This design comes from an exercise in tuning for small area on the open sky130 flow, not from production work.
Function was checked by simulation only, so behaviour that the tests miss may differ from the original.
Power is estimated from default activity; no workload was simulated.

== red ==
==> flow/design.v <==
	`default_nettype none
module gpr (
	input wire clk,
	input wire reset,
	input wire[4:0] rd_addr_0,
	output wire[31:0] rd_data_0,
	input wire[4:0] rd_addr_1,
	output wire[31:0] rd_data_1,
	input wire we_,
	input wire[4:0] wr_addr,
	input wire[31:0] wr_data
);
localparam N = 32;
localparam W = 32;
wire wen = (we_ == 1'b0);
reg [N*W-1:0] regs;
reg [N-1:0] valid;
wire byp_0 = wen && (wr_addr == rd_addr_0);
wire byp_1 = wen && (wr_addr == rd_addr_1);
wire [N:0] sel_0 = {byp_0, ({{(N-1){1'b0}}, 1'b1} << rd_addr_0) & valid & {N{~byp_0}}};
wire [N:0] sel_1 = {byp_1, ({{(N-1){1'b0}}, 1'b1} << rd_addr_1) & valid & {N{~byp_1}}};
wire [N-1:0] row_we;
wire [N-1:0] row_hold;
genvar r, b;
generate
	for (r = 0; r < N; r = r + 1) begin : g_row
		assign row_we[r] = wen && (wr_addr == r);
		assign row_hold[r] = ~row_we[r];
		for (b = 0; b < W; b = b + 1) begin : g_bit
			wire d;
			gpr_ao22 u_hold (.a1(row_we[r]), .a2(wr_data[b]), .b1(row_hold[r]), .b2(regs[r*W+b]), .y(d));
			always @(posedge clk) regs[r*W+b] <= d;
		end
		always @(posedge clk or posedge reset) begin
			if (reset == 1'b1) valid[r] <= 1'b0;
			else if (row_we[r]) valid[r] <= 1'b1;
		end
	end
	for (b = 0; b < W; b = b + 1) begin : g_col
		wire [N:0] col;
		for (r = 0; r < N; r = r + 1) begin : g_c
			assign col[r] = regs[r*W+b];
		end
		assign col[N] = wr_data[b];
		gpr_rdbit u_rd0 (.sel(sel_0), .d(col), .y(rd_data_0[b]));
		gpr_rdbit u_rd1 (.sel(sel_1), .d(col), .y(rd_data_1[b]));
	end
endgenerate
endmodule
module gpr_rdbit (
	input wire [32:0] sel,
	input wire [32:0] d,
	output wire y
);
	wire [10:0] n;
	genvar g;
	generate
		for (g = 0; g < 11; g = g + 1) begin : g_aoi
			gpr_aoi222 u (.a1(sel[3*g]), .a2(d[3*g]), .b1(sel[3*g+1]), .b2(d[3*g+1]),
			              .c1(sel[3*g+2]), .c2(d[3*g+2]), .y(n[g]));
		end
	endgenerate
	wire o0, o1, o2;
	gpr_nand4 u_n0 (.a(n[0]), .b(n[1]), .c(n[2]), .d(n[3]), .y(o0));
	gpr_nand4 u_n1 (.a(n[4]), .b(n[5]), .c(n[6]), .d(n[7]), .y(o1));
	gpr_nand3 u_n2 (.a(n[8]), .b(n[9]), .c(n[10]), .y(o2));
	gpr_or3 u_o (.a(o0), .b(o1), .c(o2), .y(y));
endmodule
module gpr_aoi222 (input wire a1, a2, b1, b2, c1, c2, output wire y);
	assign y = ~((a1 & a2) | (b1 & b2) | (c1 & c2));
endmodule
module gpr_ao22 (input wire a1, a2, b1, b2, output wire y);
	assign y = (a1 & a2) | (b1 & b2);
endmodule
module gpr_nand4 (input wire a, b, c, d, output wire y);
	assign y = ~(a & b & c & d);
endmodule
module gpr_nand3 (input wire a, b, c, output wire y);
	assign y = ~(a & b & c);
endmodule
module gpr_or3 (input wire a, b, c, output wire y);
	assign y = a | b | c;
endmodule
Settings: LEC_CHECK=0, CAP_MARGIN=20, CORE_MARGIN=2, CORE_UTILIZATION=50, SLEW_MARGIN=20, SYNTH_HIERARCHICAL=1, SYNTH_MINIMUM_KEEP_SIZE=0; clock period 9.0 ns.
standard.sh (not shown) runs the stock make flow with config.mk's settings and CLKGATE_MAP_FILE= SYNTH_SCRIPT=/design/flow/synth_recipe.tcl, a recipe that flattens the netlist after the stock synthesis.
==> flow/flow/run.sh <==
#!/bin/bash
# The standard layout, with two changes:
#  - ports are buffered with the smallest buffer (buf_1);
#  - clock tree synthesis uses small clock buffers and inserts no dummy loads.
set -euo pipefail
bash standard.sh \
  BUFFER_PORTS_ARGS="-buffer_cell sky130_fd_sc_hd__buf_1" \
  CTS_ARGS="-sink_clustering_enable -repair_clock_nets -dont_use_dummy_load -buf_list {sky130_fd_sc_hd__clkbuf_4 sky130_fd_sc_hd__clkbuf_8}" \
  finish > standard_flow.log 2>&1
diff inputs: red => blue
- swapping 20 for 0 in CAP_MARGIN
- swapping 20 for 0 in SLEW_MARGIN
==> flow/flow/run.sh <==
#!/bin/bash
# The standard layout, with two changes:
#  - ports are buffered with the smallest buffer (buf_1);
#  - clock tree synthesis uses larger sink clusters and inserts no dummy loads;
#  - after global routing, cells on paths with slack are downsized (RECOVER_POWER).
set -euo pipefail
bash standard.sh \
  BUFFER_PORTS_ARGS="-buffer_cell sky130_fd_sc_hd__buf_1" \
  CTS_ARGS="-sink_clustering_enable -repair_clock_nets -dont_use_dummy_load -buf_list sky130_fd_sc_hd__clkbuf_16 -sink_clustering_size 24 -sink_clustering_max_diameter 80" \
  RECOVER_POWER=100 \
  finish > standard_flow.log 2>&1
==> comparison <==
blue -> stages 100% | layout checks FAIL | max-capacitance violations, max-slew violations
blue ended with less setup slack of the worst register-to-register path than red.
Global-route wire length before repair: lower on blue
blue: ratio of total power to cell area lower than red
buf_4 as the cell with the biggest individual delay on the critical path was reported by red, and clkbuf_2 by blue.
The cell area number comes out lower for blue vs red.
Higher total power among blue and red: red
When blue is set beside red, its highest attainable clock frequency turns out to be 0.0085 GHz smaller.
blue does better than red on hold slack.
blue vs. red: detail-routed via count per cell now larger; number of global-route vias before repair now smaller; wire length per cell after detailed routing now larger.
Input changes introduced in green (baseline for comparison: blue):
diff --git a/flow/flow/run.sh b/flow/flow/run.sh
--- a/flow/flow/run.sh
+++ b/flow/flow/run.sh
@@ -4,2 +4 @@
-#  - clock tree synthesis uses larger sink clusters and inserts no dummy loads;
-#  - after global routing, cells on paths with slack are downsized (RECOVER_POWER).
+#  - clock tree synthesis uses larger sink clusters and inserts no dummy loads.
@@ -10 +8,0 @@
-  RECOVER_POWER=100 \
Row layout buffering overhead excluding clock cells: green higher / blue lower. Delta (green minus blue): clock input transition at the sequential cells of the worst setup and hold paths neither gained nor lost much, end-of-flow core utilization went up by 0.32 points, final cell count without fillers shows no meaningful change, minimum clock period decreased by 520 ps relative to the old numbers. Taking blue as the reference point, the number of fill cells in the layout of green falls by 54. Delta (green minus blue): post-route clock period utilization down 5.8 points, average wire length per cell after detail routing held steady, initial antenna violation count fell by 1. green: full flow OK, the timing, design-rule and antenna checks passed. Complete run, failing final checks: blue, reason max-capacitance violations, max-slew violations. blue and green ended up with nearly the same proportion of power drawn by combinational gates.
Here is what was changed in the inputs of orange compared with green.
- SLEW_MARGIN now 20, was 0
- CAP_MARGIN now 20, was 0
==> flow/run.sh (new file) <==
#!/bin/bash
# synth_recipe.tcl (not shown) runs the flow's synth.tcl, then flattens the netlist and writes it again
# the make line also repeats each setting of config.mk as NAME=value (left out here)
make -C /OpenROAD-flow-scripts/flow DESIGN_CONFIG=/design/flow/config.mk WORK_HOME=/design/flow/orfs CLKGATE_MAP_FILE= SYNTH_SCRIPT=/design/flow/synth_recipe.tcl finish
removed: flow/flow/run.sh
removed: flow/standard.sh
--- outcome ---
- Deepest level of the CTS H-tree up 1 in orange wrt green
- Of orange and green, the lower utilization belongs to green.
- Comparing relative contribution of combinational cells to total power for orange and green, the bigger number came from green.
- In terms of post-synthesis instance area, orange and green differ only marginally.
- STATUS routed wire length: orange loses against green
- Looking at global-route wire length before repair, orange sits about 2% above green.
- Summary — final RePlAce weighted congestion, orange relative to green: higher, by about 4%.
- Taking green as the reference, in orange sum of met3 wire segment lengths after detailed routing saw an increase, net switching fraction of the power dropped 1.6 points, cell count went up by 172, post-layout instance area +3400 um2.

port drivers added, routing unchanged:
No port has a modelled driver above. Below, the same layouts with a new extraction and two added sets of constraints. Step 1: set_driving_cell puts a clkbuf_16 on clk and a buf_2 on each other input, an assumption about the parent block. Step 2 also shifts input and output timing later by t, the mid clock arrival at the registers, as if the neighbouring blocks saw the same clock. Three values: ideal, step 1, step 2; two values: the first two.
run | t (ns) | setup slack, ns | worst register clock-pin slew, ns
red | 0.904 | 1.352 / 1.267 / 1.267 | 0.07 / 0.07
blue | 0.722 | 0.822 / 0.760 / 0.760 | 0.10 / 0.10
green | 0.718 | 1.340 / 1.263 / 1.263 | 0.10 / 0.10
orange | 0.756 | 0.766 / 0.738 / 0.738 | 0.07 / 0.07
The setup slack of red, which loses most, moves by -0.085 ns with the drivers and by -0.085 ns with both steps.
